What follows belongs to an exercise in optimizing a design on an open flow for small area; a production flow would make more cautious choices. In this exercise RTL edits were held to simulation tests only and were not proved equivalent to the original. The flow treats the clock pin as an ideal source, which a real chip does not have. Power is estimated from default activity; no workload was simulated.

--- design.v ---
module msrv32_integer_file (
    input ms_riscv32_mp_clk_in,
    input ms_riscv32_mp_rst_in,
    input [4:0] rs1_addr_in,
    input [4:0] rs2_addr_in,
    input [4:0] rd_addr_in,
    input wr_en_in,
    input [31:0] rd_in,
    output [31:0] rs1_out,
    output [31:0] rs2_out
);
    wire clk = ms_riscv32_mp_clk_in;
    wire rst = ms_riscv32_mp_rst_in;
    wire wr_act = wr_en_in & (rd_addr_in != 5'd0);
    wire byp1 = wr_act & (rs1_addr_in == rd_addr_in);
    wire byp2 = wr_act & (rs2_addr_in == rd_addr_in);
    reg  [31:1] valid;
    reg  [31:0] q  [1:31];
    wire [31:0] nx [1:31];
    wire [31:0] s1, s2;
    wire [31:0] t  [0:31];
    assign s1[0] = byp1;
    assign s2[0] = byp2;
    assign t[0]  = rd_in;
    genvar i;
    generate
        for (i = 1; i < 32; i = i + 1) begin : g_reg
            wire hit = wr_en_in & (rd_addr_in == i);
            rf_wr u_wr (.we(hit & ~rst), .hold(~hit), .d(rd_in), .q(q[i]), .nx(nx[i]));
            always @(posedge clk)
                q[i] <= nx[i];
            always @(posedge clk or posedge rst)
                if (rst)
                    valid[i] <= 1'b0;
                else if (hit)
                    valid[i] <= 1'b1;
            assign s1[i] = valid[i] & (rs1_addr_in == i) & ~byp1;
            assign s2[i] = valid[i] & (rs2_addr_in == i) & ~byp2;
            assign t[i]  = q[i];
        end
    endgenerate
    rf_rd u_rd1 (.s(s1), .t0(t[0]), .t1(t[1]), .t2(t[2]), .t3(t[3]), .t4(t[4]), .t5(t[5]), .t6(t[6]), .t7(t[7]),
                 .t8(t[8]), .t9(t[9]), .t10(t[10]), .t11(t[11]), .t12(t[12]), .t13(t[13]), .t14(t[14]), .t15(t[15]),
                 .t16(t[16]), .t17(t[17]), .t18(t[18]), .t19(t[19]), .t20(t[20]), .t21(t[21]), .t22(t[22]), .t23(t[23]),
                 .t24(t[24]), .t25(t[25]), .t26(t[26]), .t27(t[27]), .t28(t[28]), .t29(t[29]), .t30(t[30]), .t31(t[31]),
                 .y(rs1_out));
    rf_rd u_rd2 (.s(s2), .t0(t[0]), .t1(t[1]), .t2(t[2]), .t3(t[3]), .t4(t[4]), .t5(t[5]), .t6(t[6]), .t7(t[7]),
                 .t8(t[8]), .t9(t[9]), .t10(t[10]), .t11(t[11]), .t12(t[12]), .t13(t[13]), .t14(t[14]), .t15(t[15]),
                 .t16(t[16]), .t17(t[17]), .t18(t[18]), .t19(t[19]), .t20(t[20]), .t21(t[21]), .t22(t[22]), .t23(t[23]),
                 .t24(t[24]), .t25(t[25]), .t26(t[26]), .t27(t[27]), .t28(t[28]), .t29(t[29]), .t30(t[30]), .t31(t[31]),
                 .y(rs2_out));
endmodule
module rf_wr (
    input we,
    input hold,
    input [31:0] d,
    input [31:0] q,
    output [31:0] nx
);
    assign nx = ({32{we}} & d) | ({32{hold}} & q);
endmodule
module rf_rd (
    input [31:0] s,
    input [31:0] t0, t1, t2, t3, t4, t5, t6, t7, t8, t9, t10, t11, t12, t13, t14, t15,
    input [31:0] t16, t17, t18, t19, t20, t21, t22, t23, t24, t25, t26, t27, t28, t29, t30, t31,
    output [31:0] y
);
    wire [31:0] n [0:10];
    rf_aoi3 a0 (.s0(s[0]),  .s1(s[1]),  .s2(s[2]),  .a(t0),  .b(t1),  .c(t2),  .y(n[0]));
    rf_aoi3 a1 (.s0(s[3]),  .s1(s[4]),  .s2(s[5]),  .a(t3),  .b(t4),  .c(t5),  .y(n[1]));
    rf_aoi3 a2 (.s0(s[6]),  .s1(s[7]),  .s2(s[8]),  .a(t6),  .b(t7),  .c(t8),  .y(n[2]));
    rf_aoi3 a3 (.s0(s[9]),  .s1(s[10]), .s2(s[11]), .a(t9),  .b(t10), .c(t11), .y(n[3]));
    rf_aoi3 a4 (.s0(s[12]), .s1(s[13]), .s2(s[14]), .a(t12), .b(t13), .c(t14), .y(n[4]));
    rf_aoi3 a5 (.s0(s[15]), .s1(s[16]), .s2(s[17]), .a(t15), .b(t16), .c(t17), .y(n[5]));
    rf_aoi3 a6 (.s0(s[18]), .s1(s[19]), .s2(s[20]), .a(t18), .b(t19), .c(t20), .y(n[6]));
    rf_aoi3 a7 (.s0(s[21]), .s1(s[22]), .s2(s[23]), .a(t21), .b(t22), .c(t23), .y(n[7]));
    rf_aoi3 a8 (.s0(s[24]), .s1(s[25]), .s2(s[26]), .a(t24), .b(t25), .c(t26), .y(n[8]));
    rf_aoi3 a9 (.s0(s[27]), .s1(s[28]), .s2(s[29]), .a(t27), .b(t28), .c(t29), .y(n[9]));
    rf_aoi2 a10 (.s0(s[30]), .s1(s[31]), .a(t30), .b(t31), .y(n[10]));
    rf_nand11 u_or (.n0(n[0]), .n1(n[1]), .n2(n[2]), .n3(n[3]), .n4(n[4]), .n5(n[5]), .n6(n[6]), .n7(n[7]),
                    .n8(n[8]), .n9(n[9]), .n10(n[10]), .y(y));
endmodule
module rf_aoi3 (
    input s0, s1, s2,
    input [31:0] a, b, c,
    output [31:0] y
);
    assign y = ~(({32{s0}} & a) | ({32{s1}} & b) | ({32{s2}} & c));
endmodule
module rf_aoi2 (
    input s0, s1,
    input [31:0] a, b,
    output [31:0] y
);
    assign y = ~(({32{s0}} & a) | ({32{s1}} & b));
endmodule
module rf_nand11 (
    input [31:0] n0, n1, n2, n3, n4, n5, n6, n7, n8, n9, n10,
    output [31:0] y
);
    assign y = ~(n0 & n1 & n2 & n3 & n4 & n5 & n6 & n7 & n8 & n9 & n10);
endmodule
--- run.sh ---
#!/bin/bash
# synth_recipe.tcl (not shown) runs the flow's synth.tcl, then flattens the netlist and writes it again
# the make line also repeats each setting of config.mk as NAME=value (left out here)
make -C /OpenROAD-flow-scripts/flow DESIGN_CONFIG=/design/flow/config.mk WORK_HOME=/design/flow/orfs CLKGATE_MAP_FILE= SYNTH_SCRIPT=/design/flow/synth_recipe.tcl finish
--- config.mk ---
export PLATFORM = sky130hd
export DESIGN_NAME = msrv32_integer_file
export DESIGN_NICKNAME = msrv32_integer_file
export VERILOG_FILES = /design/flow/design.v
export SDC_FILE = /design/flow/constraint.sdc
export NUM_CORES = 4
export LEC_CHECK = 0
export CAP_MARGIN = 20
export CORE_MARGIN = 2
export CORE_UTILIZATION = 40
export SLEW_MARGIN = 20
export SYNTH_HIERARCHICAL = 1
--- constraint.sdc ---
create_clock -name core_clock -period 8.0 [get_ports {ms_riscv32_mp_clk_in}]
set_input_delay 1.6000 -clock core_clock [delete_from_list [all_inputs] [get_ports {ms_riscv32_mp_clk_in}]]
set_output_delay 1.6000 -clock core_clock [all_outputs]
set_load 0.01 [all_outputs]
==> results.yml, run 1 <==
outcome:
  status: "finished clean"
pwr:
  p_leak_nw: 18.4
  p_int_w: 0.00951
  seqPwrFrac_pct: 49.1
  switchingPower_w: 0.00335
  cellPowerDensity_nw_per_um2: 265
  ir_drop_mv: 0.177
  p_comb_share_pct: 9.4
  swShare_pct: 26.0
  p_clk_share_pct: 41.5
sta:
  finalCritPeriodShare_pct: 94.8
  fin_crit_ns: 7.58
  skew_ns: 0
  drv_slew: 0
  tightest_slew_ns: 1.31
  max_slew_margin_pct: 12.1
  fmax_mhz: 132
  hold_viol_final: 0
  report.final.setup_viol: 0
  tns_ns: 0
  rsz0062_at_grt: "no"
setup_path:
  rr_worst_depth: 1
  crit_required_ns: 6.40
  critPathMaxStageDelay_ns: 1.08
  cp_num_buf_inv: 3
  r2r_slack_ns: 7.27
  timing.critical_path.slowest_stage_cell: "nor4_4"
  r2r-end: "valid[3]"
  crit_fanout: 20
  cp-end-kind: "output pin"
  crit_family: "simple AND/OR/NAND/NOR gates"
  crit_chain: "clkdlybuf4s50_1 > or4_4 > o21ai_4 > nor4_4 > nor4_4 > buf_4 > a222oi_1 > nand3_1 > or3_1 > clkdlybuf4s50_1"
  rr_startpoint: "valid[3]"
  cp-start-kind: "input pin"
  crit_type: "input pin to output pin"
  cp.arrival_ns: 5.98
flow_run:
  maxCapViolCount: 0
drt:
  remaining_drc_errors: 0
  via_per_inst: 7.88
  drt_iter0_drc: 11400
  ant_nets: 0
  vias: 40800
  dr.pass1.iters: 14
  totalWireLength_mm: 204
  wl_per_cell_um: 39.4
min_path:
  hold-path-endpoint: "valid[16]"
  hold_class: "flip-flop to flip-flop"
  hold_start: "valid[16]"
  hold_path_depth: 1
placement:
  place_congestion: 0.909
  portBuffers: 113
  hpwl_mm: 113
finish:
  final_net_count: 3730
  drive_gt1_share_pct: 15.4
  nFillCells: 9770
  finish.utilization_pct: 45.3
  area_growth_pct: 12.0
yosys:
  yosysTopAreaCell: "dfxtp_1"
  yosys-top-cells-count: "992 x dfxtp_1, 930 x a22o_1, 640 x a222oi_1"
  synth_edf_count: 0
  yosysWarnings: 10
  syn-num-nets: 3706
  synth_top_cells_by_area: "dfxtp_1 46%, a22o_1 19%, a222oi_1 15%"
  synth-main-ff-cell: "dfxtp_1"
  async_flop_share_pct: 3.03
  ys_ff_latch: 1023
  synth-seq-area-share_pct: 47.5
  yosysTopAreaCellShare_pct: 45.8
  syn_area_per_cell_um2: 11.9
  syn_inst: 3656
  yosysMostFrequentCell: "dfxtp_1"
  yosysUniqueCellTypes: 33
  syn_area_um2: 43400
floorplan:
  die_area_um2: 111000
  num_rows: 120
  ios: 114
  die_w_um: 333
  start_util_pct: 40.4
  coreArea_um2: 107000
  die_h_um: 333
clocking:
  cts_hold_buffers: 0
  clk_pin_slew_ns: 0.06
  cts_root_buf: "clkbuf_16"
  cts.path.max_buffers: 3
  cts.repair.resized: 0
  cts_buffers: 108
  cts.sinks: 1023
  cts-htree-levels: 3
  cts_tree: "built"
  clkLatencyLatePin_ns: 0.69
  cts_setup_buffers: 0
global_routing:
  grt.overflow.total: 0
  grt_pass1_wl_mm: 285
  antenna_found_initial: 6
  grt_max_degree: 35
  grt_pass1_vias: 38700
  grt_usage_pct: 34.8
[power groups by stage]
stage | sequential (W) | clock, W | combinational (W)
6_report | 0.00632 | 0.00534 | 0.00120
5_1_grt | 0.00638 | 0.00554 | 0.00127
4_1_cts | 0.00628 | 0.00534 | 0.00117
3_5_place_dp | 0.00637 | 0 | 0.00117
3_3_place_gp | 0.00637 | 0 | 0.00114
2_1_floorplan | 0.00624 | 0 | 0.000733
[how the worst max path moves through the flow]
stage	cells after the start	endpoint	startpoint	slack, ns
finish	10	rs1_out[31]	rd_addr_in[0]	0.42
global route	11	rs2_out[17]	rd_addr_in[2]	0.37
CTS	11	rs2_out[17]	rd_addr_in[0]	0.61
detailed placement	11	rs2_out[17]	rd_addr_in[0]	0.63
global placement	11	rs1_out[13]	rd_addr_in[0]	0.56
floorplan	10	rs2_out[0]	rs2_addr_in[0]	2.48
[cell usage in the layout (no fill, tap or decap), drive strengths merged, types with 9 or more instances in the layout]
cell | Yosys | routed
dfxtp | 992 | 992
a22o | 992 | 992
a222oi | 640 | 640
buf | 390 | 213
clkbuf | 19 | 155
nand4 | 129 | 129
clkdlybuf4s50 | 0 | 110
nand3 | 89 | 89
nand2 | 73 | 73
a22oi | 64 | 64
or3 | 64 | 64
nor2 | 44 | 44
nor4 | 41 | 41
nand2b | 40 | 40
dfrtp | 31 | 31
nor3 | 20 | 20
clkinv | 0 | 18
bufinv | 0 | 12
inv | 1 | 9
[per-layer routing]
layer | global-route usage, % | vias up | routed length, µm
li1 | - | 16000 | -
met1 | 43.8 | 19700 | 74100
met2 | 50.6 | 4048 | 84400
met4 | 23.3 | 8 | 15300
met3 | 11.4 | 960 | 29900
met5 | 0 | - | 82
[stage by stage]
| step | area, µm² | worst slack (ns) | std cells | power [W] | hold slack [ns] |
|---|---|---|---|---|---|
| 2_1_floorplan | 43400 | 2.48 | 3656 | 0.00697 | 0.448 |
| 4_1_cts | 48600 | 0.611 | 5168 | 0.0128 | 0.493 |
| 5_1_grt | 48600 | 0.367 | 5168 | 0.0132 | 0.505 |
| 6_report | 48600 | 0.417 | 5170 | 0.0129 | 0.490 |
| 3_3_place_gp | 44800 | 0.562 | 4970 | 0.00751 | 0.473 |
| 3_5_place_dp | 44900 | 0.634 | 4973 | 0.00754 | 0.474 |
[per-module statistics from Yosys, one instance, submodules excluded, excerpt]
module / flops+latches / times used
msrv32_integer_file: 1023 / 1
rf_nand11: 0 / 2
rf_aoi3: 0 / 20
rf_wr: 0 / 31
rf_aoi2: 0 / 2
[final cells by class]
type | count | area [µm²] | area share (%)
diodes | 2 | 5.00 | 0.0103
multi-input cells | 2223 | 19600 | 40.3
repair buffers | 323 | 2910 | 5.99
inverters | 1 | 3.75 | 0.00772
flip-flops and latches | 1023 | 20600 | 42.5
well taps | 1403 | 1760 | 3.61
clock buffers | 155 | 3170 | 6.53
clock inverters | 40 | 551 | 1.13
[state kept, by name (all words and copies together), names as in the netlist]
register  flops
valid        31
q           992
[logic make-up after synthesis]
| logic type | count (synthesis) | share of synthesized area [%] |
|---|---|---|
| AO/OA/AOI/OAI | 1697 | 36.1 |
| flip-flops | 1023 | 47.5 |
| AND/OR/NAND/NOR | 516 | 6.95 |
| buffers and inverters | 410 | 9.20 |
| XOR/XNOR | 10 | 0.202 |
==> run 2, diff against run 1 <==
--- a/design.v
+++ b/design.v
@@ -16,2 +16,17 @@
     wire byp2 = wr_act & (rs2_addr_in == rd_addr_in);
+    wire [3:0] wlo, r1lo, r2lo;
+    wire [7:0] whi, r1hi, r2hi;
+    genvar k;
+    generate
+        for (k = 0; k < 4; k = k + 1) begin : g_lo
+            assign wlo[k]  = wr_en_in & (rd_addr_in[1:0] == k);
+            assign r1lo[k] = ~byp1 & (rs1_addr_in[1:0] == k);
+            assign r2lo[k] = ~byp2 & (rs2_addr_in[1:0] == k);
+        end
+        for (k = 0; k < 8; k = k + 1) begin : g_hi
+            assign whi[k]  = (rd_addr_in[4:2] == k);
+            assign r1hi[k] = (rs1_addr_in[4:2] == k);
+            assign r2hi[k] = (rs2_addr_in[4:2] == k);
+        end
+    endgenerate
     reg  [31:1] valid;
@@ -27,3 +42,3 @@
         for (i = 1; i < 32; i = i + 1) begin : g_reg
-            wire hit = wr_en_in & (rd_addr_in == i);
+            wire hit = wlo[i % 4] & whi[i / 4];
             rf_wr u_wr (.we(hit & ~rst), .hold(~hit), .d(rd_in), .q(q[i]), .nx(nx[i]));
@@ -36,4 +51,4 @@
                     valid[i] <= 1'b1;
-            assign s1[i] = valid[i] & (rs1_addr_in == i) & ~byp1;
-            assign s2[i] = valid[i] & (rs2_addr_in == i) & ~byp2;
+            assign s1[i] = valid[i] & r1lo[i % 4] & r1hi[i / 4];
+            assign s2[i] = valid[i] & r2lo[i % 4] & r2hi[i / 4];
             assign t[i]  = q[i];
--- a/config.mk
+++ b/config.mk
@@ -9,3 +9,6 @@
 export CORE_MARGIN = 2
-export CORE_UTILIZATION = 40
+export CORE_UTILIZATION = 60
+export CTS_BUF_LIST = sky130_fd_sc_hd__clkbuf_8
+export CTS_CLUSTER_DIAMETER = 60
+export CTS_CLUSTER_SIZE = 16
 export SLEW_MARGIN = 20
==> run 2 against run 1 <==
Compared with the run above: largest power group unchanged; first-iteration DRC count grew 14%; global-route usage up 16 points; cell area down 6.0%; synthesized cell count is essentially flat; sequential cell count unchanged; sequential share of layout area grew 2.7 points.
==> results.yml, run 2 <==
clocking:
  clk_pin_slew_ns: 0.12
  cts-htree-levels: 3
  cts_root_buf: "clkbuf_8"
  cts_hold_buffers: 0
  clkLatencyLatePin_ns: 0.80
  cts.sinks: 1023
  cts.repair.resized: 0
  cts_setup_buffers: 0
  cts_buffers: 79
  cts.path.max_buffers: 3
  cts_tree: "built"
sta:
  skew_ns: 0
  tns_ns: 0
  drv_slew: 0
  report.final.setup_viol: 0
  max_slew_margin_pct: 9.52
  fin_ws_ns: 0.124
  rsz0062_at_grt: "no"
  fmax_mhz: 127
  fin_hold_ws_ns: 0.507
  finalCritPeriodShare_pct: 98.4
  fin_crit_ns: 7.88
  tightest_slew_ns: 1.35
  hold_viol_final: 0
drt:
  vias: 41900
  ant_nets: 0
  wl_per_cell_um: 42.6
  via_per_inst: 9.02
  totalWireLength_mm: 198
  dr.pass1.iters: 20
  drt_iter0_drc: 13000
  remaining_drc_errors: 0
finish:
  final_net_count: 3707
  largest_register_ffs: 992
  drive_gt1_share_pct: 13.6
  final_common_cell: "dfxtp_1"
  nFillCells: 5619
  top_regs: "q (992), valid (31)"
  design_area_um2: 45700
  multi_input_area_um2: 19300
  ff_latch_area_um2: 20600
  final_cell_mix: "992 x dfxtp_1, 930 x a22o_1, 640 x a222oi_1"
  area_growth_pct: 5.81
  largest_register: "q"
yosys:
  synth-main-ff-cell: "dfxtp_1"
  yosysMostFrequentCell: "dfxtp_1"
  yosysTopAreaCellShare_pct: 46.0
  syn_inst: 3655
  synth_edf_count: 0
  yosys-top-cells-count: "992 x dfxtp_1, 930 x a22o_1, 640 x a222oi_1"
  yosysTopAreaCell: "dfxtp_1"
  ys_ff_latch: 1023
  synth-seq-area-share_pct: 47.8
  syn_area_per_cell_um2: 11.8
  synth_top_cells_by_area: "dfxtp_1 46%, a22o_1 19%, a222oi_1 15%"
  async_flop_share_pct: 3.03
  yosysWarnings: 10
  syn-num-nets: 3705
  yosysUniqueCellTypes: 33
  syn_area_um2: 43200
setup_path:
  cp-start-kind: "input pin"
  crit_family: "simple AND/OR/NAND/NOR gates"
  cp-end-kind: "output pin"
  critPathMaxStageDelay_ns: 1.09
  cpMostUsedCell: "buf_4"
  crit_type: "input pin to output pin"
  timing.critical_path.slowest_stage_cell: "nor4_4"
  crit_fanout: 14
  cp.arrival_ns: 6.28
  cp_num_buf_inv: 5
  crit_required_ns: 6.40
  crit_chain: "clkdlybuf4s50_1 > or4_1 > o21ai_2 > nor4_4 > buf_4 > buf_4 > nor4_4 > buf_4 > a222oi_1 > nand4_1 > or3_1 > clkdlybuf4s50_1"
pwr:
  cellPowerDensity_nw_per_um2: 231
  ir_drop_mv: 0.163
  p_leak_nw: 17.4
  finalPower_w: 0.0106
global_routing:
  grt_pass1_vias: 39400
  grt_pass1_wl_mm: 279
  grt_usage_pct: 51.2
  antenna_found_initial: 7
  grt.overflow.total: 0
  grt_max_degree: 35
flow_run:
  maxCapViolCount: 0
floorplan:
  ios: 114
  start_util_pct: 60.5
  die_h_um: 272
  coreArea_um2: 71400
  die_w_um: 272
  num_rows: 98
  die_area_um2: 74200
placement:
  dpl_cell_area_um2: 44000
  dpl_worst_slack_ns: 0.357
  hpwl_mm: 116
  portBuffers: 113
  place_congestion: 0.985
min_path:
  hold_class: "flip-flop to flip-flop"
outcome:
  status: "finished clean"
run 2: Yosys stat by module (local to each module, per instance), excerpt:
module	cells inside	cell area [µm²]
msrv32_integer_file	1325	22200
rf_nand11	128	761
rf_aoi3	41	403
rf_wr	38	350
rf_aoi2	38	289
run 2: final cells by class:
type / count / share of cell area, %
diodes: 7 / 0.0383
clock buffers: 88 / 2.65
clock inverters: 25 / 0.624
inverters: 1 / 0.00821
multi-input cells: 2226 / 42.2
flip-flops and latches: 1023 / 45.2
well taps: 950 / 2.60
repair buffers: 326 / 6.70
run 2: cell families after synthesis:
kind of cell           after synthesis  share of synthesized area [%]
flip-flops                        1023                           47.8
buffers and inverters              406                           9.18
XOR/XNOR                            10                          0.203
AO/OA/AOI/OAI                     1697                           36.3
AND/OR/NAND/NOR                    519                           6.58
run 2: worst paths after layout:
kind,start,endpoint,slack (ns),cells after the start
setup reg to reg,q[16][25],q[16][25],7.27,1
hold / removal,valid[16],valid[16],0.51,1
setup / recovery,rd_addr_in[1],rs1_out[4],0.12,12
hold reg to reg,valid[16],valid[16],0.51,1
min in group asynchronous,ms_riscv32_mp_rst_in,valid[7],1.54,4
max in group asynchronous,ms_riscv32_mp_rst_in,valid[29],6.10,4
run 2: power by group:
part	total [W]	switching [W]	internal, W	leakage, nW
combinational	0.00122	0.000617	0.000606	8.08
sequential	0.00635	0.000581	0.00576	8.51
clock	0.00301	0.00183	0.00117	0.778
run 2: metrics by stage:
step / instances / utilization [%]
global route: 4641 / 64.0
global placement: 4516 / 61.5
detailed placement: 4518 / 61.6
CTS: 4631 / 63.7
finish: 4646 / 64.0
floorplan: 3655 / -
run 2: metal layers:
layer | wire, µm | track usage, % | vias to the layer above
li1 | - | - | 15900
met1 | 66200 | 62.7 | 20100
met2 | 79800 | 71.8 | 4760
met3 | 31600 | 18.1 | 1185
met4 | 20500 | 42.8 | 2
met5 | 13 | 0.128 | -
==> run 3, diff against run 2 <==
==> flow/run.sh (new file) <==
#!/bin/bash
# The standard ORFS layout (standard.sh, unchanged synthesis), with changes that only make it
# smaller: plain buf_1 cells as the port buffers, and a clock tree of clkbuf_8 cells without
# dummy loads, whose slowest leaf buffers clkfix.tcl upsizes.
set -euo pipefail
bash standard.sh \
  "BUFFER_PORTS_ARGS=-buffer_cell sky130_fd_sc_hd__buf_1" \
  "CTS_ARGS=-sink_clustering_enable -repair_clock_nets -dont_use_dummy_load -buf_list sky130_fd_sc_hd__clkbuf_8 -sink_clustering_size 16 -sink_clustering_max_diameter 60" \
  "POST_CTS_TCL=$(pwd)/flow/clkfix.tcl" \
  finish > standard_flow.log 2>&1
==> flow/clkfix.tcl (new file) <==
# Upsize clock-tree buffers whose sinks see a slow clock edge.
proc clkfix_pass { thr } {
  estimate_parasitics -placement
  set n 0
  foreach inst [[ord::get_db_block] getInsts] {
    set mname [[$inst getMaster] getName]
    if {![regexp {^sky130_fd_sc_hd__clkbuf_(\d+)$} $mname -> sz]} { continue }
    set onet ""
    foreach it [$inst getITerms] {
      if {[$it isOutputSignal]} { set onet [$it getNet] }
    }
    if {$onet eq "" || [$onet getSigType] ne "CLOCK"} { continue }
    set worst 0
    foreach it [$onet getITerms] {
      if {[$it isInputSignal]} {
        set p [get_pins [[$it getInst] getName]/[[$it getMTerm] getName]]
        set s [get_property $p slew_max]
        if {$s > $worst} { set worst $s }
      }
    }
    if {$worst > $thr} {
      set next [dict get {1 2 2 4 4 8 8 16 16 16} $sz]
      if {$next != $sz} {
        replace_cell [$inst getName] sky130_fd_sc_hd__clkbuf_$next
        incr n
      }
    }
  }
  return $n
}
set thr [expr {[info exists ::env(CLKFIX_SLEW)] ? $::env(CLKFIX_SLEW) : 0.105}]
for {set i 0} {$i < 4} {incr i} {
  set n [clkfix_pass $thr]
  puts "clkfix: pass $i upsized $n clock buffers"
  if {$n == 0} { break }
}
detailed_placement
check_placement -verbose
estimate_parasitics -placement
==> standard.sh (new file) <==
#!/bin/bash
# synth_recipe.tcl (not shown) runs the flow's synth.tcl, then flattens the netlist and writes it again
# the make line also repeats each setting of config.mk as NAME=value (left out here)
make -C /OpenROAD-flow-scripts/flow DESIGN_CONFIG=/design/flow/config.mk WORK_HOME=/design/flow/orfs CLKGATE_MAP_FILE= SYNTH_SCRIPT=/design/flow/synth_recipe.tcl "${@:-finish}"
--- a/config.mk
+++ b/config.mk
@@ -10,5 +10,2 @@
 export CORE_UTILIZATION = 60
-export CTS_BUF_LIST = sky130_fd_sc_hd__clkbuf_8
-export CTS_CLUSTER_DIAMETER = 60
-export CTS_CLUSTER_SIZE = 16
 export SLEW_MARGIN = 20
removed: run.sh
==> run 3 against run 2 <==
Compared with the run above: die area unchanged; sequential cell count did not move; still clean; cell area down 3.6%; fmax grew 13%; register-to-register slack worse by 0.02 ns; cell count is 2.2% lower; clock power down 9.6%.
==> results.yml, run 3 <==
outcome:
  status: "finished clean"
clocking:
  cts.sinks: 1023
  clk_pin_slew_ns: 0.07
  cts_tree: "built"
  clkLatencyLatePin_ns: 0.62
yosys:
  yosysUniqueCellTypes: 33
  syn-num-nets: 3705
  ys_ff_latch: 1023
  syn_area_per_cell_um2: 11.8
  synth-main-ff-cell: "dfxtp_1"
  syn_area_um2: 43200
  synth_edf_count: 0
  async_flop_share_pct: 3.03
  yosysTopAreaCellShare_pct: 46.0
  yosysTopAreaCell: "dfxtp_1"
  syn_inst: 3655
  synth_top_cells_by_area: "dfxtp_1 46%, a22o_1 19%, a222oi_1 15%"
  yosysWarnings: 10
  yosysMostFrequentCell: "dfxtp_1"
  yosys-top-cells-count: "992 x dfxtp_1, 930 x a22o_1, 640 x a222oi_1"
  synth-seq-area-share_pct: 47.8
sta:
  max_slew_margin_pct: 13.3
  rsz0062_at_grt: "no"
  tightest_slew_ns: 1.30
  finalCritPeriodShare_pct: 87.4
  fin_ws_ns: 1.01
  report.final.setup_viol: 0
  hold_viol_final: 0
  tns_ns: 0
  fmax_mhz: 143
  fin_crit_ns: 6.99
  drv_slew: 0
  skew_ns: 0
finish:
  area_growth_pct: 1.98
  drive_gt1_share_pct: 11.9
  final_net_count: 3644
  largest_register: "q"
  final_common_cell: "dfxtp_1"
  largest_register_ffs: 992
  final_cell_mix: "992 x dfxtp_1, 930 x a22o_1, 640 x a222oi_1"
  nFillCells: 5776
  top_regs: "q (992), valid (31)"
setup_path:
  cp-start-kind: "input pin"
  crit_type: "input pin to output pin"
  cp_num_buf_inv: 4
  cpMostUsedCell: "buf_1"
  crit_chain: "buf_1 > xnor2_1 > nand3_1 > nor4_4 > buf_12 > nor2_4 > buf_4 > a222oi_1 > nand4_1 > or3_1 > buf_1"
  crit_fanout: 36
  crit_required_ns: 6.40
  crit_family: "simple AND/OR/NAND/NOR gates"
  critPathMaxStageDelay_ns: 0.58
  cp-end-kind: "output pin"
  timing.critical_path.slowest_stage_cell: "or3_1"
  cp.arrival_ns: 5.39
pwr:
  cellPowerDensity_nw_per_um2: 231
  p_leak_nw: 16.6
  p_comb_share_pct: 11.1
  p_int_w: 0.00732
  switchingPower_w: 0.00285
  seqPwrFrac_pct: 62.1
  ir_drop_mv: 0.160
  swShare_pct: 28.0
  p_clk_share_pct: 26.7
global_routing:
  antenna_found_initial: 3
  grt_max_degree: 42
  grt_usage_pct: 46.9
  met1_usage_pct: 59.9
  met3_usage_pct: 14.2
  use_met2_pct: 65.8
  grt.overflow.total: 0
  grt_pass1_vias: 38200
  grt_pass1_wl_mm: 260
  busiest_layer: "met2"
floorplan:
  start_util_pct: 60.5
  die_h_um: 272
  die_w_um: 272
  coreArea_um2: 71400
  die_area_um2: 74200
  num_rows: 98
  ios: 114
placement:
  dpl_worst_slack_ns: 0.942
  place_congestion: 0.996
  portBuffers: 113
  hpwl_mm: 106
drt:
  drt_iter0_drc: 11400
  totalWireLength_mm: 182
  ant_nets: 0
  wl_per_cell_um: 40.1
  vias: 40000
  remaining_drc_errors: 0
  via_per_inst: 8.80
  dr.pass1.iters: 15
flow_run:
  maxCapViolCount: 0
min_path:
  hold_class: "flip-flop to flip-flop"
run 3: cell counts after synthesis:
No cell type changed its count.
run 3: final timing paths:
kind,from,end,slack (ns),cells after the start
min,q[13][26],q[13][26],0.50,1
max,rs2_addr_in[2],rs2_out[6],1.01,11
max reg2reg,valid[3],valid[3],7.25,1
min reg2reg,q[13][26],q[13][26],0.50,1
max in group asynchronous,ms_riscv32_mp_rst_in,valid[31],5.87,2
min in group asynchronous,ms_riscv32_mp_rst_in,valid[5],1.57,2
run 3: kinds of logic after synthesis:
family                    Yosys count  share of synthesized area [%]
and+or+nand+nor                   519                           6.58
DFF                              1023                           47.8
buffers and inverters             406                           9.18
xor gates and xnor gates           10                          0.203
AOI/OAI and AO/OA                1697                           36.3
run 3: area by class of cell:
class	count	area [µm²]	share of cell area, %
sequential	1023	20600	46.8
clock buffer	80	1210	2.76
inverter	1	3.75	0.00852
timing repair buffer	262	1720	3.91
antenna	3	7.51	0.0170
tap	950	1190	2.70
multi-input combinational	2226	19300	43.8
run 3: modules after synthesis, one instance, submodules excluded, excerpt:
module | times used | cells | flip-flops and latches | area [µm²]
rf_aoi3 | 20 | 41 | 0 | 403
msrv32_integer_file | 1 | 1325 | 1023 | 22200
rf_nand11 | 2 | 128 | 0 | 761
rf_aoi2 | 2 | 38 | 0 | 289
rf_wr | 31 | 38 | 0 | 350
run 3: power by group through the flow:
stage | combinational, W | sequential, W | clock, W
5_1_grt | 0.00118 | 0.00638 | 0.00289
3_3_place_gp | 0.00104 | 0.00633 | 0
2_1_floorplan | 0.000725 | 0.00624 | 0
3_5_place_dp | 0.00108 | 0.00638 | 0
6_report | 0.00113 | 0.00632 | 0.00272
run 3: stage by stage:
step | std cells | util, % | hold slack, ns | instance area, µm² | power (W)
global route | 4542 | 61.7 | 0.516 | 44000 | 0.0104
detailed placement | 4454 | 59.8 | 0.477 | 42600 | 0.00746
floorplan | 3655 | - | 0.448 | 43200 | 0.00697
finish | 4545 | 61.7 | 0.504 | 44000 | 0.0102
global placement | 4453 | 59.7 | 0.473 | 42600 | 0.00738
run 3: routing by layer:
| metal | up-vias | wire length, µm |
|---|---|---|
| met3 | 831 | 27800 |
| met4 | 6 | 16500 |
| li1 | 15700 | - |
| met5 | - | 149 |
| met1 | 19300 | 63600 |
| met2 | 4131 | 74300 |
==> run 4, diff against run 3 <==
==> design.v (replaced) <==
module msrv32_integer_file (
    input ms_riscv32_mp_clk_in,
    input ms_riscv32_mp_rst_in,
    input [4:0] rs1_addr_in,
    input [4:0] rs2_addr_in,
    input [4:0] rd_addr_in,
    input wr_en_in,
    input [31:0] rd_in,
    output [31:0] rs1_out,
    output [31:0] rs2_out
);
    wire clk = ms_riscv32_mp_clk_in;
    wire rst = ms_riscv32_mp_rst_in;
    wire [3:0] wlo, r1lo, r2lo;
    wire [7:0] whi, r1hi, r2hi;
    genvar k;
    generate
        for (k = 0; k < 4; k = k + 1) begin : g_lo
            assign wlo[k]  = wr_en_in & (rd_addr_in[1:0] == k);
            assign r1lo[k] = (rs1_addr_in[1:0] == k);
            assign r2lo[k] = (rs2_addr_in[1:0] == k);
        end
        for (k = 0; k < 8; k = k + 1) begin : g_hi
            assign whi[k]  = (rd_addr_in[4:2] == k);
            assign r1hi[k] = (rs1_addr_in[4:2] == k);
            assign r2hi[k] = (rs2_addr_in[4:2] == k);
        end
    endgenerate
    reg  [31:1] valid;
    reg  [31:0] q  [1:31];
    wire [31:0] nx [1:31];
    wire [31:1] s1, s2;
    genvar i;
    generate
        for (i = 1; i < 32; i = i + 1) begin : g_reg
            wire hit = wlo[i % 4] & whi[i / 4];
            wire live = valid[i] | hit;
            rf_wr u_wr (.we(hit), .hold(~hit), .d(rd_in), .q(q[i]), .nx(nx[i]));
            always @(posedge clk)
                q[i] <= nx[i];
            always @(posedge clk or posedge rst)
                if (rst)
                    valid[i] <= 1'b0;
                else
                    valid[i] <= live;
            assign s1[i] = live & r1lo[i % 4] & r1hi[i / 4];
            assign s2[i] = live & r2lo[i % 4] & r2hi[i / 4];
        end
    endgenerate
    rf_rd u_rd1 (.s(s1), .t1(nx[1]), .t2(nx[2]), .t3(nx[3]), .t4(nx[4]), .t5(nx[5]), .t6(nx[6]), .t7(nx[7]),
                 .t8(nx[8]), .t9(nx[9]), .t10(nx[10]), .t11(nx[11]), .t12(nx[12]), .t13(nx[13]), .t14(nx[14]), .t15(nx[15]),
                 .t16(nx[16]), .t17(nx[17]), .t18(nx[18]), .t19(nx[19]), .t20(nx[20]), .t21(nx[21]), .t22(nx[22]), .t23(nx[23]),
                 .t24(nx[24]), .t25(nx[25]), .t26(nx[26]), .t27(nx[27]), .t28(nx[28]), .t29(nx[29]), .t30(nx[30]), .t31(nx[31]),
                 .y(rs1_out));
    rf_rd u_rd2 (.s(s2), .t1(nx[1]), .t2(nx[2]), .t3(nx[3]), .t4(nx[4]), .t5(nx[5]), .t6(nx[6]), .t7(nx[7]),
                 .t8(nx[8]), .t9(nx[9]), .t10(nx[10]), .t11(nx[11]), .t12(nx[12]), .t13(nx[13]), .t14(nx[14]), .t15(nx[15]),
                 .t16(nx[16]), .t17(nx[17]), .t18(nx[18]), .t19(nx[19]), .t20(nx[20]), .t21(nx[21]), .t22(nx[22]), .t23(nx[23]),
                 .t24(nx[24]), .t25(nx[25]), .t26(nx[26]), .t27(nx[27]), .t28(nx[28]), .t29(nx[29]), .t30(nx[30]), .t31(nx[31]),
                 .y(rs2_out));
endmodule
module rf_wr (
    input we,
    input hold,
    input [31:0] d,
    input [31:0] q,
    output [31:0] nx
);
    assign nx = ({32{we}} & d) | ({32{hold}} & q);
endmodule
module rf_rd (
    input [31:1] s,
    input [31:0] t1, t2, t3, t4, t5, t6, t7, t8, t9, t10, t11, t12, t13, t14, t15,
    input [31:0] t16, t17, t18, t19, t20, t21, t22, t23, t24, t25, t26, t27, t28, t29, t30, t31,
    output [31:0] y
);
    wire [31:0] n [0:10];
    rf_aoi3 a0 (.s0(s[1]),  .s1(s[2]),  .s2(s[3]),  .a(t1),  .b(t2),  .c(t3),  .y(n[0]));
    rf_aoi3 a1 (.s0(s[4]),  .s1(s[5]),  .s2(s[6]),  .a(t4),  .b(t5),  .c(t6),  .y(n[1]));
    rf_aoi3 a2 (.s0(s[7]),  .s1(s[8]),  .s2(s[9]),  .a(t7),  .b(t8),  .c(t9),  .y(n[2]));
    rf_aoi3 a3 (.s0(s[10]), .s1(s[11]), .s2(s[12]), .a(t10), .b(t11), .c(t12), .y(n[3]));
    rf_aoi3 a4 (.s0(s[13]), .s1(s[14]), .s2(s[15]), .a(t13), .b(t14), .c(t15), .y(n[4]));
    rf_aoi3 a5 (.s0(s[16]), .s1(s[17]), .s2(s[18]), .a(t16), .b(t17), .c(t18), .y(n[5]));
    rf_aoi3 a6 (.s0(s[19]), .s1(s[20]), .s2(s[21]), .a(t19), .b(t20), .c(t21), .y(n[6]));
    rf_aoi3 a7 (.s0(s[22]), .s1(s[23]), .s2(s[24]), .a(t22), .b(t23), .c(t24), .y(n[7]));
    rf_aoi3 a8 (.s0(s[25]), .s1(s[26]), .s2(s[27]), .a(t25), .b(t26), .c(t27), .y(n[8]));
    rf_aoi3 a9 (.s0(s[28]), .s1(s[29]), .s2(s[30]), .a(t28), .b(t29), .c(t30), .y(n[9]));
    rf_nand1 a10 (.s0(s[31]), .a(t31), .y(n[10]));
    rf_nand11 u_or (.n0(n[0]), .n1(n[1]), .n2(n[2]), .n3(n[3]), .n4(n[4]), .n5(n[5]), .n6(n[6]), .n7(n[7]),
                    .n8(n[8]), .n9(n[9]), .n10(n[10]), .y(y));
endmodule
module rf_aoi3 (
    input s0, s1, s2,
    input [31:0] a, b, c,
    output [31:0] y
);
    assign y = ~(({32{s0}} & a) | ({32{s1}} & b) | ({32{s2}} & c));
endmodule
module rf_nand1 (
    input s0,
    input [31:0] a,
    output [31:0] y
);
    assign y = ~({32{s0}} & a);
endmodule
module rf_nand11 (
    input [31:0] n0, n1, n2, n3, n4, n5, n6, n7, n8, n9, n10,
    output [31:0] y
);
    assign y = ~(n0 & n1 & n2 & n3 & n4 & n5 & n6 & n7 & n8 & n9 & n10);
endmodule
==> run 4 against run 3 <==
Compared with the run above: cell area decreased by 2.0%; synthesized cell count is 1.6% lower; clock skew did not move; critical path depth unchanged; via count is 4.5% higher; non-clock buffer count increased by 11; core utilization down 0.29 points; sequential cell count unchanged; worst setup slack worse by 0.59 ns; die area down 1.2%.
==> results.yml, run 4 <==
outcome:
  status: "finished clean"
pwr:
  p_leak_nw: 17.5
  cellPowerDensity_nw_per_um2: 262
  ir_drop_mv: 0.173
  finalPower_w: 0.0113
placement:
  portBuffers: 113
  dpl_cell_area_um2: 41900
  hpwl_mm: 113
  dpl_worst_slack_ns: 0.949
  place_congestion: 0.965
global_routing:
  grt_usage_pct: 53.5
  grt_pass1_vias: 39800
  met3_usage_pct: 26.4
  grt_max_degree: 34
  met1_usage_pct: 65.7
  antenna_found_initial: 16
  use_met2_pct: 71.6
  grt_pass1_wl_mm: 287
  busiest_layer: "met2"
  grt.overflow.total: 0
yosys:
  synth_top_cells_by_area: "dfxtp_1 47%, a22o_1 19%, a222oi_1 15%"
  synth-main-ff-cell: "dfxtp_1"
  yosys-top-cells-count: "992 x dfxtp_1, 930 x a22o_1, 640 x a222oi_1"
  syn_inst: 3597
  synth_edf_count: 0
  yosysTopAreaCell: "dfxtp_1"
  syn_area_um2: 42700
  async_flop_share_pct: 3.03
  yosysWarnings: 10
  yosysTopAreaCellShare_pct: 46.5
  yosysMostFrequentCell: "dfxtp_1"
  synth-seq-area-share_pct: 48.4
  ys_ff_latch: 1023
  syn-num-nets: 3647
  yosysUniqueCellTypes: 34
  syn_area_per_cell_um2: 11.9
finish:
  nFillCells: 5658
  largest_register: "q"
  final_cell_mix: "992 x dfxtp_1, 930 x a22o_1, 640 x a222oi_1"
  design_area_um2: 43200
  final_net_count: 3609
  largest_register_ffs: 992
  final_common_cell: "dfxtp_1"
  top_regs: "q (992), valid (31)"
  area_growth_pct: 1.19
  drive_gt1_share_pct: 11.8
sta:
  report.final.setup_viol: 0
  fin_ws_ns: 0.413
  hold_viol_final: 0
  fmax_mhz: 132
  drv_slew: 0
  skew_ns: 0
  max_slew_margin_pct: 7.69
  tightest_slew_ns: 1.38
  rsz0062_at_grt: "no"
  fin_crit_ns: 7.59
  tns_ns: 0
  finalCritPeriodShare_pct: 94.8
setup_path:
  rr_startpoint: "valid[14]"
  timing.critical_path.slowest_stage_cell: "nand4_1"
  cp_num_buf_inv: 5
  r2r_slack_ns: 7.01
  critPathMaxStageDelay_ns: 0.66
  crit_required_ns: 6.40
  cp-start-kind: "input pin"
  startpoint: "rd_addr_in[4]"
  r2r-end: "valid[14]"
  crit_fanout: 13
  crit_family: "simple AND/OR/NAND/NOR gates"
  cp.arrival_ns: 5.99
  crit_chain: "buf_1 > and4b_2 > nand2_1 > buf_4 > inv_1 > buf_4 > a22o_1 > a222oi_1 > nand4_1 > or3_1 > buf_1"
  crit_type: "input pin to output pin"
  rr_worst_depth: 2
  cp-end-kind: "output pin"
floorplan:
  die_area_um2: 73300
  num_rows: 97
  ios: 114
  coreArea_um2: 70300
  start_util_pct: 60.7
  die_h_um: 271
  die_w_um: 271
drt:
  dr.pass1.iters: 17
  vias: 41800
  ant_nets: 0
  wl_per_cell_um: 45.8
  via_per_inst: 9.28
  drt_iter0_drc: 13200
  totalWireLength_mm: 206
  remaining_drc_errors: 0
flow_run:
  maxCapViolCount: 0
clocking:
  clkLatencyLatePin_ns: 0.62
  cts.sinks: 1023
  clk_pin_slew_ns: 0.06
  cts_tree: "built"
min_path:
  hold_path_depth: 2
  hold_start: "valid[7]"
  hold-path-endpoint: "valid[7]"
  hold_class: "flip-flop to flip-flop"
[run 4: worst register-to-register path, stage by stage, from the launching register on]
cell     delay [ns]
dfrtp_1        0.36
a21oi_1        0.42
inv_1          0.08
[run 4: metrics by stage]
step           std cells  hold WS, ns  util [%]
6_report            4506        0.481      61.4
5_1_grt             4497        0.492      61.4
3_5_place_dp        4418        0.464      59.7
3_3_place_gp        4418        0.452      59.7
2_1_floorplan       3597        0.425         -
[run 4: logic make-up after synthesis]
| logic type | count (synthesis) | share of synthesized area (%) |
|---|---|---|
| AO/OA/AOI/OAI | 1663 | 36.0 |
| flip-flops | 1023 | 48.4 |
| buffers and inverters | 453 | 9.74 |
| AND/OR/NAND/NOR | 458 | 5.93 |
[run 4: routing by layer]
metal	up-vias	part of all wire, %
met3	1343	19
li1	15400	-
met5	-	0.037
met4	12	8.9
met1	20000	34
met2	5087	39
[run 4: layout make-up]
class / instances / area (µm²) / share of cell area (%)
well taps: 940 / 1180 / 2.72
inverters: 63 / 239 / 0.554
diodes: 9 / 22.5 / 0.0522
repair buffers: 273 / 1670 / 3.86
multi-input cells: 2121 / 18300 / 42.3
clock buffers: 77 / 1170 / 2.72
flip-flops and latches: 1023 / 20600 / 47.8
[run 4: worst max path at each step]
stage / cells past startpoint / endpoint / slack, ns
2_1_floorplan: 10 / rs1_out[10] / 2.74
3_3_place_gp: 11 / rs1_out[22] / 1.07
3_5_place_dp: 11 / rs1_out[22] / 0.95
5_1_grt: 10 / rs1_out[26] / 0.49
6_report: 11 / rs1_out[22] / 0.41
[run 4: Yosys stat by module (local to each module, per instance), excerpt]
module               flops+latches  area (µm²)
msrv32_integer_file           1023       21900
rf_aoi3                          0         403
rf_wr                            0         350
rf_nand1                         0         154
rf_nand11                        0         761
[run 4: power by group]
group	switching, W	internal [W]	leakage (nW)
Clock	0.00172	0.000985	0.605
Sequential	0.000288	0.00609	8.61
Combinational	0.00137	0.000835	8.28
==> run 5, diff against run 4 <==
--- a/design.v
+++ b/design.v
@@ -37,3 +37,6 @@
             wire live = valid[i] | hit;
-            rf_wr u_wr (.we(hit), .hold(~hit), .d(rd_in), .q(q[i]), .nx(nx[i]));
+            wire we, hold;
+            rf_and2 u_we (.a(wlo[i % 4]), .b(whi[i / 4]), .y(we));
+            rf_or2 u_hold (.a(~wlo[i % 4]), .b(~whi[i / 4]), .y(hold));
+            rf_wr u_wr (.we(we), .hold(hold), .d(rd_in), .q(q[i]), .nx(nx[i]));
             always @(posedge clk)
@@ -45,4 +48,4 @@
                     valid[i] <= live;
-            assign s1[i] = live & r1lo[i % 4] & r1hi[i / 4];
-            assign s2[i] = live & r2lo[i % 4] & r2hi[i / 4];
+            rf_and3 u_s1 (.a(live), .b(r1lo[i % 4]), .c(r1hi[i / 4]), .y(s1[i]));
+            rf_and3 u_s2 (.a(live), .b(r2lo[i % 4]), .c(r2hi[i / 4]), .y(s2[i]));
         end
@@ -59,2 +62,11 @@
                  .y(rs2_out));
+endmodule
+module rf_and2 (input a, input b, output y);
+    assign y = a & b;
+endmodule
+module rf_or2 (input a, input b, output y);
+    assign y = a | b;
+endmodule
+module rf_and3 (input a, input b, input c, output y);
+    assign y = a & b & c;
 endmodule
==> flow/run.sh (replaced) <==
#!/bin/bash
# The standard ORFS layout (standard.sh, unchanged synthesis), with changes that only make it
# smaller: plain buf_1 cells as the port buffers; a clock tree of clkbuf_8 cells without dummy
# loads, whose slowest leaf buffers clkfix.tcl upsizes; and, after the clock tree, downsize.tcl
# swaps logic cells for smaller ones of the same function where slew and slack allow.
set -euo pipefail
bash standard.sh \
  "BUFFER_PORTS_ARGS=-buffer_cell sky130_fd_sc_hd__buf_1" \
  "CTS_ARGS=-sink_clustering_enable -repair_clock_nets -dont_use_dummy_load -buf_list sky130_fd_sc_hd__clkbuf_8 -sink_clustering_size 16 -sink_clustering_max_diameter 60" \
  "POST_CTS_TCL=$(pwd)/flow/post_cts.tcl" \
  finish > standard_flow.log 2>&1
==> flow/downsize.tcl (new file) <==
# Greedy area recovery: swap each logic cell for a smaller-area cell of the same family
# (same function, lower drive) when the nets it drives and the nets feeding it keep their
# slew and capacitance well inside the library limits and setup slack stays positive.
set ds_frac [expr {[info exists ::env(DOWNSIZE_FRAC)] ? $::env(DOWNSIZE_FRAC) : 0.7}]
set ds_wns  [expr {[info exists ::env(DOWNSIZE_WNS)] ? $::env(DOWNSIZE_WNS) : 0.3}]
estimate_parasitics -placement

proc ds_area {m} { return [expr {[$m getWidth] * [$m getHeight]}] }

# checks slew and cap on all pins of the given nets against frac * limit
proc ds_check {nets frac} {
  foreach net $nets {
    foreach it [$net getITerms] {
      set pname "[[$it getInst] getName]/[[$it getMTerm] getName]"
      set pin [get_pins -quiet $pname]
      if {$pin eq ""} { continue }
      set s [get_property $pin slew_max]
      if {$s > $frac * 1.5} { return 0 }
    }
  }
  return 1
}

set block [ord::get_db_block]
set db [ord::get_db]
set changed 0
set saved 0.0
set insts [$block getInsts]
foreach inst $insts {
  set m [$inst getMaster]
  set mname [$m getName]
  if {![regexp {^(sky130_fd_sc_hd__[a-z0-9]+)_(\d+)$} $mname -> fam sz]} { continue }
  if {[regexp {__(df|ed|sd|dl|clk|tap|fill|decap|conb|diode)} $mname]} { continue }
  if {$sz <= 1} { continue }
  # nets touched: outputs and inputs
  set nets {}
  set isclk 0
  foreach it [$inst getITerms] {
    set n [$it getNet]
    if {$n eq "NULL"} { continue }
    if {[$n getSigType] eq "CLOCK"} { set isclk 1 }
    if {[$n getSigType] eq "SIGNAL"} { lappend nets $n }
  }
  if {$isclk} { continue }
  # candidates: smaller-area masters of the same family, largest first
  set cands {}
  foreach s {16 12 8 6 4 3 2 1 0} {
    if {$s >= $sz} { continue }
    set cm [$db findMaster "${fam}_$s"]
    if {$cm eq "NULL"} { continue }
    if {[ds_area $cm] >= [ds_area $m]} { continue }
    lappend cands $cm
  }
  if {[llength $cands] == 0} { continue }
  set best ""
  foreach cm [lsort -command {apply {{a b} {expr {[$a getWidth]*[$a getHeight] < [$b getWidth]*[$b getHeight] ? -1 : 1}}}} $cands] {
    replace_cell [$inst getName] [$cm getName]
    set ok [ds_check $nets $ds_frac]
    if {$ok} {
      set wns [expr {[sta::worst_slack_cmd max] * 1e9}]
      if {$wns < $ds_wns} { set ok 0 }
    }
    if {$ok} {
      set best $cm
      break
    }
  }
  if {$best eq ""} {
    replace_cell [$inst getName] $mname
  } else {
    incr changed
    set saved [expr {$saved + ([ds_area $m] - [ds_area $best]) / 1e6}]
  }
}
puts "downsize: $changed cells smaller, [format %.1f $saved] um2 saved"
==> flow/post_cts.tcl (new file) <==
source [file join [file dirname [info script]] clkfix.tcl]
source [file join [file dirname [info script]] downsize.tcl]
detailed_placement
check_placement -verbose
==> run 5 against run 4 <==
Compared with the run above: cell area decreased by 0.40%; clock power hardly changed; worst setup slack improved by 0.097 ns; via count is 4.0% lower; sequential cell count unchanged; synthesized area is 0.20% higher; critical endpoint is now rs1_out[24]; largest cell class unchanged; highest routed layer unchanged.
==> results.yml, run 5 <==
global_routing:
  antenna_found_initial: 17
  grt_max_degree: 33
  grt_pass1_vias: 38000
  grt_usage_pct: 48.5
  grt_pass1_wl_mm: 265
  grt.overflow.total: 0
sta:
  fmax_mhz: 133
  report.final.setup_viol: 0
  rsz0062_at_grt: "no"
  fin_hold_ws_ns: 0.480
  tns_ns: 0
  drv_slew: 0
  fin_ws_ns: 0.509
  fin_crit_ns: 7.49
  tightest_slew_ns: 1.30
  skew_ns: 0
  hold_viol_final: 0
  finalCritPeriodShare_pct: 93.6
  max_slew_margin_pct: 13.1
placement:
  hpwl_mm: 113
  dpl_worst_slack_ns: 1.03
  portBuffers: 113
  place_congestion: 0.978
  placed_cells: 4394
flow_run:
  maxCapViolCount: 0
pwr:
  ir_drop_mv: 0.174
  cellPowerDensity_nw_per_um2: 261
  p_leak_nw: 17.6
min_path:
  hold_class: "flip-flop to flip-flop"
yosys:
  yosysMostFrequentCell: "dfxtp_1"
  synth_edf_count: 0
  synth_top_cells_by_area: "dfxtp_1 46%, a22o_1 19%, a222oi_1 15%"
  yosysWarnings: 10
  synth-main-ff-cell: "dfxtp_1"
  syn_inst: 3556
  syn-num-nets: 3606
  syn_area_um2: 42700
  syn_area_per_cell_um2: 12.0
  synth-seq-area-share_pct: 48.3
  yosysTopAreaCellShare_pct: 46.5
  yosysUniqueCellTypes: 27
  ys_ff_latch: 1023
  yosys-top-cells-count: "992 x dfxtp_1, 930 x a22o_1, 640 x a222oi_1"
  async_flop_share_pct: 3.03
  yosysTopAreaCell: "dfxtp_1"
floorplan:
  die_area_um2: 73400
  start_util_pct: 60.8
  coreArea_um2: 70300
  num_rows: 97
  ios: 114
  die_h_um: 271
  die_w_um: 271
setup_path:
  crit_required_ns: 6.40
  cp-start-kind: "input pin"
  cp-end-kind: "output pin"
  crit_type: "input pin to output pin"
  crit_fanout: 13
  cp.arrival_ns: 5.89
clocking:
  cts_tree: "built"
  cts.sinks: 1023
  clkLatencyLatePin_ns: 0.63
  clk_pin_slew_ns: 0.07
drt:
  dr.pass1.iters: 14
  ant_nets: 0
  wl_per_cell_um: 41.7
  vias: 40200
  via_per_inst: 8.91
  remaining_drc_errors: 0
  totalWireLength_mm: 188
  drt_iter0_drc: 12200
finish:
  layoutNonFillerInstCount: 4506
  largest_register_ffs: 992
  final_net_count: 3612
  top_regs: "q (992), valid (31)"
  drive_gt1_share_pct: 7.16
  area_growth_pct: 0.585
  finish.utilization_pct: 61.2
  final_cell_mix: "992 x a22o_1, 992 x dfxtp_1, 640 x a222oi_1"
  largest_register: "q"
outcome:
  status: "finished clean"
-- run 5: metrics by stage --
stage | area, µm² | total power, W
after floorplan | 42700 | 0.00784
after global routing | 43000 | 0.0115
after detailed placement | 41800 | 0.00851
final | 43000 | 0.0112
after global placement | 41800 | 0.00838
-- run 5: Yosys stat by module, one instance, submodules excluded, excerpt --
module,flip-flops and latches,cells inside,cell area (µm²)
msrv32_integer_file,1023,1108,21200
rf_nand11,0,128,761
rf_aoi3,0,41,403
rf_wr,0,38,350
rf_nand1,0,35,154
rf_and2,0,1,6.26
rf_and3,0,1,6.26
rf_or2,0,1,6.26
-- run 5: kinds of logic (layout without fill, tap and decap cells) --
group	after synthesis	in the layout	synth area share, %
simple gates	482	482	6.62
compound gates	1663	1663	36.0
flops	1023	1023	48.3
buf+inv	388	392	9.07
other cells	0	6	0
-- run 5: cell type report --
class	instances	area [µm²]
diodes	6	15.0
clock buffers	78	1170
fillers	5806	27300
inverters	13	48.8
multi-input cells	2145	18200
flip-flops and latches	1023	20600
well taps	940	1180
repair buffers	301	1790
-- run 5: worst paths after layout --
check | from | endpoint | slack, ns | cells after the start
min in group asynchronous | ms_riscv32_mp_rst_in | valid[27] | 1.24 | 3
setup / recovery | wr_en_in | rs1_out[24] | 0.51 | 10
setup reg to reg | valid[25] | valid[25] | 7.24 | 1
hold / removal | valid[19] | valid[19] | 0.48 | 1
hold reg to reg | valid[19] | valid[19] | 0.48 | 1
max in group asynchronous | ms_riscv32_mp_rst_in | valid[12] | 6.19 | 3
-- run 5: layer usage --
layer  track usage (%)  vias to the layer above  share of wire (%)
li1                  -                    15400                  -
met1              61.5                    19400                 36
met2              68.1                     4325                 40
met3              20.6                      943                 17
met4              29.0                       18                7.0
met5              2.17                        -               0.10
-- run 5: where the power goes --
part           internal [W]  switching, W  leakage, nW  total, W
combinational      0.000826       0.00133         8.35   0.00216
sequential          0.00609      0.000287         8.61   0.00638
clock              0.000984       0.00170        0.607   0.00268
-- run 5: worst max-delay path, stage by stage --
cell      delay [ns]
buf_1           0.12
nor3b_2         0.55
inv_1           0.42
or2_1           0.67
buf_1           0.50
a22o_1          0.38
a222oi_1        0.45
nand4_1         0.50
or3_1           0.54
buf_1           0.14
==> run 6, diff against run 5 <==
==> flow/downsize.tcl (replaced) <==
# Greedy area recovery: swap each logic cell for a smaller-area cell of the same family
# (same function, lower drive) when the slew on every net it drives stays well inside the
# library limit (or no worse than before), no capacitance limit is broken, and setup slack
# stays above a margin.
set ds_frac [expr {[info exists ::env(DOWNSIZE_FRAC)] ? $::env(DOWNSIZE_FRAC) : 0.6}]
set ds_wns  [expr {[info exists ::env(DOWNSIZE_WNS)] ? $::env(DOWNSIZE_WNS) : 0.3}]
if {[info exists ::env(DOWNSIZE_GRT)]} { estimate_parasitics -global_routing } else { estimate_parasitics -placement }

proc ds_area {m} { return [expr {[$m getWidth] * [$m getHeight]}] }

proc ds_net_slew {net} {
  set w 0
  foreach it [$net getITerms] {
    set pin [get_pins -quiet "[[$it getInst] getName]/[[$it getMTerm] getName]"]
    if {$pin eq ""} { continue }
    set s [get_property $pin slew_max]
    if {$s > $w} { set w $s }
  }
  return $w
}

set block [ord::get_db_block]
set db [ord::get_db]
set changed 0
set saved 0.0
set base_cap [sta::max_capacitance_violation_count]
set base_slew [sta::max_slew_violation_count]
foreach inst [$block getInsts] {
  set m [$inst getMaster]
  set mname [$m getName]
  if {![regexp {^(sky130_fd_sc_hd__[a-z0-9]+)_(\d+)$} $mname -> fam sz]} { continue }
  if {[regexp {__(df|ed|sd|dl|tap|fill|decap|conb|diode)} $mname]} { continue }
  if {$sz <= 1} { continue }
  set outs {}
  set isclk 0
  foreach it [$inst getITerms] {
    set n [$it getNet]
    if {$n eq "NULL"} { continue }
    if {[$n getSigType] eq "CLOCK"} { set isclk 1 }
    if {[$n getSigType] eq "SIGNAL" && [$it isOutputSignal]} { lappend outs $n }
  }
  if {$isclk || [llength $outs] == 0} { continue }
  set old {}
  foreach n $outs { lappend old [ds_net_slew $n] }
  set cands {}
  foreach s {16 12 8 6 4 3 2 1 0} {
    if {$s >= $sz} { continue }
    set cm [$db findMaster "${fam}_$s"]
    if {$cm eq "NULL"} { continue }
    if {[ds_area $cm] >= [ds_area $m]} { continue }
    lappend cands $cm
  }
  if {[llength $cands] == 0} { continue }
  set best ""
  foreach cm [lsort -command {apply {{a b} {expr {[$a getWidth]*[$a getHeight] < [$b getWidth]*[$b getHeight] ? -1 : 1}}}} $cands] {
    replace_cell [$inst getName] [$cm getName]
    set ok 1
    foreach n $outs o $old {
      set s [ds_net_slew $n]
      if {$s > $ds_frac * 1.5 && $s > $o + 0.005} { set ok 0; break }
    }
    if {$ok && [sta::max_capacitance_violation_count] > $base_cap} { set ok 0 }
    if {$ok && [sta::max_slew_violation_count] > $base_slew} { set ok 0 }
    if {$ok && [expr {[sta::worst_slack_cmd max] * 1e9}] < $ds_wns} { set ok 0 }
    if {$ok} { set best $cm; break }
  }
  if {$best eq ""} {
    replace_cell [$inst getName] $mname
  } else {
    incr changed
    set saved [expr {$saved + ([ds_area $m] - [ds_area $best]) / 1e6}]
  }
}
puts "downsize: $changed cells smaller, [format %.1f $saved] um2 saved"
report_check_types -max_slew -max_capacitance -violators
==> run 6 against run 5 <==
Compared with the run above: critical path type unchanged; cell count shrank 0.44%; global-route usage is essentially flat; worst setup slack gained 0.037 ns.
==> results.yml, run 6 <==
sta:
  fmax_mhz: 134
  tns_ns: 0
  skew_ns: 0
  fin_hold_ws_ns: 0.484
  max_slew_margin_pct: 14.8
  finalCritPeriodShare_pct: 93.2
  report.final.setup_viol: 0
  hold_viol_final: 0
  rsz0062_at_grt: "no"
  fin_crit_ns: 7.45
  drv_slew: 0
  tightest_slew_ns: 1.28
global_routing:
  met3_usage_pct: 20.8
  antenna_found_initial: 16
  grt_pass1_vias: 37900
  met1_usage_pct: 61.5
  grt_usage_pct: 48.5
  use_met2_pct: 67.9
  grt_max_degree: 33
  busiest_layer: "met2"
  grt_pass1_wl_mm: 265
  grt.overflow.total: 0
clocking:
  cts_tree: "built"
  clkLatencyLatePin_ns: 0.63
  clk_pin_slew_ns: 0.07
  cts.sinks: 1023
floorplan:
  num_rows: 97
  die_h_um: 271
  ios: 114
  coreArea_um2: 70300
  die_w_um: 271
  die_area_um2: 73400
  start_util_pct: 60.8
pwr:
  p_comb_share_pct: 19.2
  finalPower_w: 0.0112
  cellPowerDensity_nw_per_um2: 263
  seqPwrFrac_pct: 56.9
  p_leak_nw: 17.4
  p_int_w: 0.00790
  switchingPower_w: 0.00331
  ir_drop_mv: 0.175
  p_clk_share_pct: 23.9
  swShare_pct: 29.5
yosys:
  syn-num-nets: 3606
  yosysMostFrequentCell: "dfxtp_1"
  yosys-top-cells-count: "992 x dfxtp_1, 930 x a22o_1, 640 x a222oi_1"
  yosysWarnings: 10
  synth_edf_count: 0
  syn_area_per_cell_um2: 12.0
  yosysUniqueCellTypes: 27
  async_flop_share_pct: 3.03
  synth-main-ff-cell: "dfxtp_1"
  synth_top_cells_by_area: "dfxtp_1 46%, a22o_1 19%, a222oi_1 15%"
  syn_inst: 3556
  ys_ff_latch: 1023
  yosysTopAreaCellShare_pct: 46.5
  yosysTopAreaCell: "dfxtp_1"
  synth-seq-area-share_pct: 48.3
  syn_area_um2: 42700
setup_path:
  rr_worst_depth: 1
  rr_startpoint: "valid[25]"
  cp.arrival_ns: 5.85
  crit_required_ns: 6.40
  r2r-end: "valid[25]"
  r2r_slack_ns: 7.23
  crit_type: "input pin to output pin"
  cp-start-kind: "input pin"
  cp-end-kind: "output pin"
  crit_fanout: 13
outcome:
  status: "finished clean"
min_path:
  hold-path-endpoint: "valid[11]"
  hold_path_depth: 1
  hold_class: "flip-flop to flip-flop"
  hold_start: "valid[11]"
drt:
  vias: 40000
  remaining_drc_errors: 0
  ant_nets: 0
  drt_iter0_drc: 11900
  via_per_inst: 8.92
  wl_per_cell_um: 41.8
  totalWireLength_mm: 188
  dr.pass1.iters: 15
placement:
  hpwl_mm: 113
  portBuffers: 113
  placed_cells: 4394
  place_congestion: 0.978
  dpl_cell_area_um2: 41800
finish:
  design_area_um2: 42600
  largest_register: "q"
  area_growth_pct: -0.313
  largest_register_ffs: 992
  top_regs: "q (992), valid (31)"
  final_net_count: 3592
  drive_gt1_share_pct: 6.95
  layoutNonFillerInstCount: 4486
  final_cell_mix: "992 x a22o_1, 992 x dfxtp_1, 640 x a222oi_1"
flow_run:
  maxCapViolCount: 0
==> run 6: how the worst max path moves through the flow <==
stage / start / to / depth (start not counted)
6_report: wr_en_in / rs1_out[24] / 10
5_1_grt: wr_en_in / rs1_out[24] / 10
3_3_place_gp: rd_addr_in[1] / rs1_out[24] / 10
2_1_floorplan: rd_addr_in[1] / rs1_out[21] / 8
3_5_place_dp: wr_en_in / rs1_out[24] / 10
==> run 6: per-layer routing <==
metal  vias to the layer above  part of all wire (%)
li1                      15400                     -
met3                       971                    18
met2                      4287                    40
met4                        20                   7.1
met5                         -                  0.11
met1                     19400                    35
==> run 6: kinds of logic (layout without fill, tap and decap cells) <==
group	after synthesis	after routing	synth area share, %
compound gates	1663	1663	36.0
flops	1023	1023	48.3
other cells	0	6	0
buf+inv	388	372	9.07
simple gates	482	482	6.62
==> run 6: per-stage QoR <==
stage               util (%)  setup WS [ns]
floorplan                  -           2.75
global placement        59.5           1.19
detailed placement      59.5           1.03
global route            60.6          0.465
finish                  60.6          0.546
==> run 6: layout make-up <==
cell class	instances	area, µm²
fill	5840	27700
antenna	6	15.0
tap	940	1180
clock buffer	78	1170
sequential	1023	20600
timing repair buffer	281	1410
multi-input combinational	2145	18200
inverter	13	48.8
==> run 6: critical path, stage by stage <==
cell and delay (ns):
buf_1 0.12, nor3b_2 0.55, inv_1 0.42, or2_1 0.67
buf_1 0.51, a22o_1 0.37, a222oi_1 0.39, nand4_1 0.50
or3_1 0.55, buf_1 0.14
==> run 6: power groups by stage <==
| stage | Combinational [W] | Sequential (W) | Clock (W) |
|---|---|---|---|
| after floorplan | 0.00144 | 0.00639 | 0 |
| after global placement | 0.00194 | 0.00645 | 0 |
| after detailed placement | 0.00204 | 0.00647 | 0 |
| after global routing | 0.00223 | 0.00645 | 0.00284 |
| final | 0.00215 | 0.00638 | 0.00268 |
==> run 6: modules after synthesis (local to each module, per instance), excerpt <==
module / flops+latches / area [µm²] / times used / cells inside
rf_wr: 0 / 350 / 31 / 38
rf_aoi3: 0 / 403 / 20 / 41
rf_nand1: 0 / 154 / 2 / 35
rf_nand11: 0 / 761 / 2 / 128
msrv32_integer_file: 1023 / 21200 / 1 / 1108
rf_and3: 0 / 6.26 / 62 / 1
rf_or2: 0 / 6.26 / 31 / 1
rf_and2: 0 / 6.26 / 31 / 1

==> separate check: timing with driven ports <==
The results above use ideal ports. As a check the final layouts listed here were re-extracted and re-timed, cells and wires unchanged. Step 1, drivers: a clkbuf_16 drives ms_riscv32_mp_clk_in and a buf_2 each remaining input, both assumed. Step 2, shift: input delay + t, output delay - t, t = (earliest + latest rising clock arrival at the registers) / 2. This alone moves slack from input paths to output paths. Slacks: no drivers / after step 1 / after step 2; pairs: no drivers / after step 1.
run	t, ns	setup slack, ns	worst setup path after step 2	cell pins on the clock port's net
run 1	0.772	0.417 / 0.395 / 0.395	input to output	1
run 2	0.865	0.124 / 0.103 / 0.103	input to output	1
run 3	0.691	1.006 / 0.978 / 0.978	input to output	1
run 4	0.699	0.413 / 0.383 / 0.383	input to output	1
run 5	0.682	0.509 / 0.483 / 0.483	input to output	1
run 6	0.681	0.546 / 0.519 / 0.519	input to output	1
After both steps setup and hold are still met in every run listed. The setup slack of run 4, which loses most, moves by -0.030 ns with the drivers and by -0.030 ns with both steps.
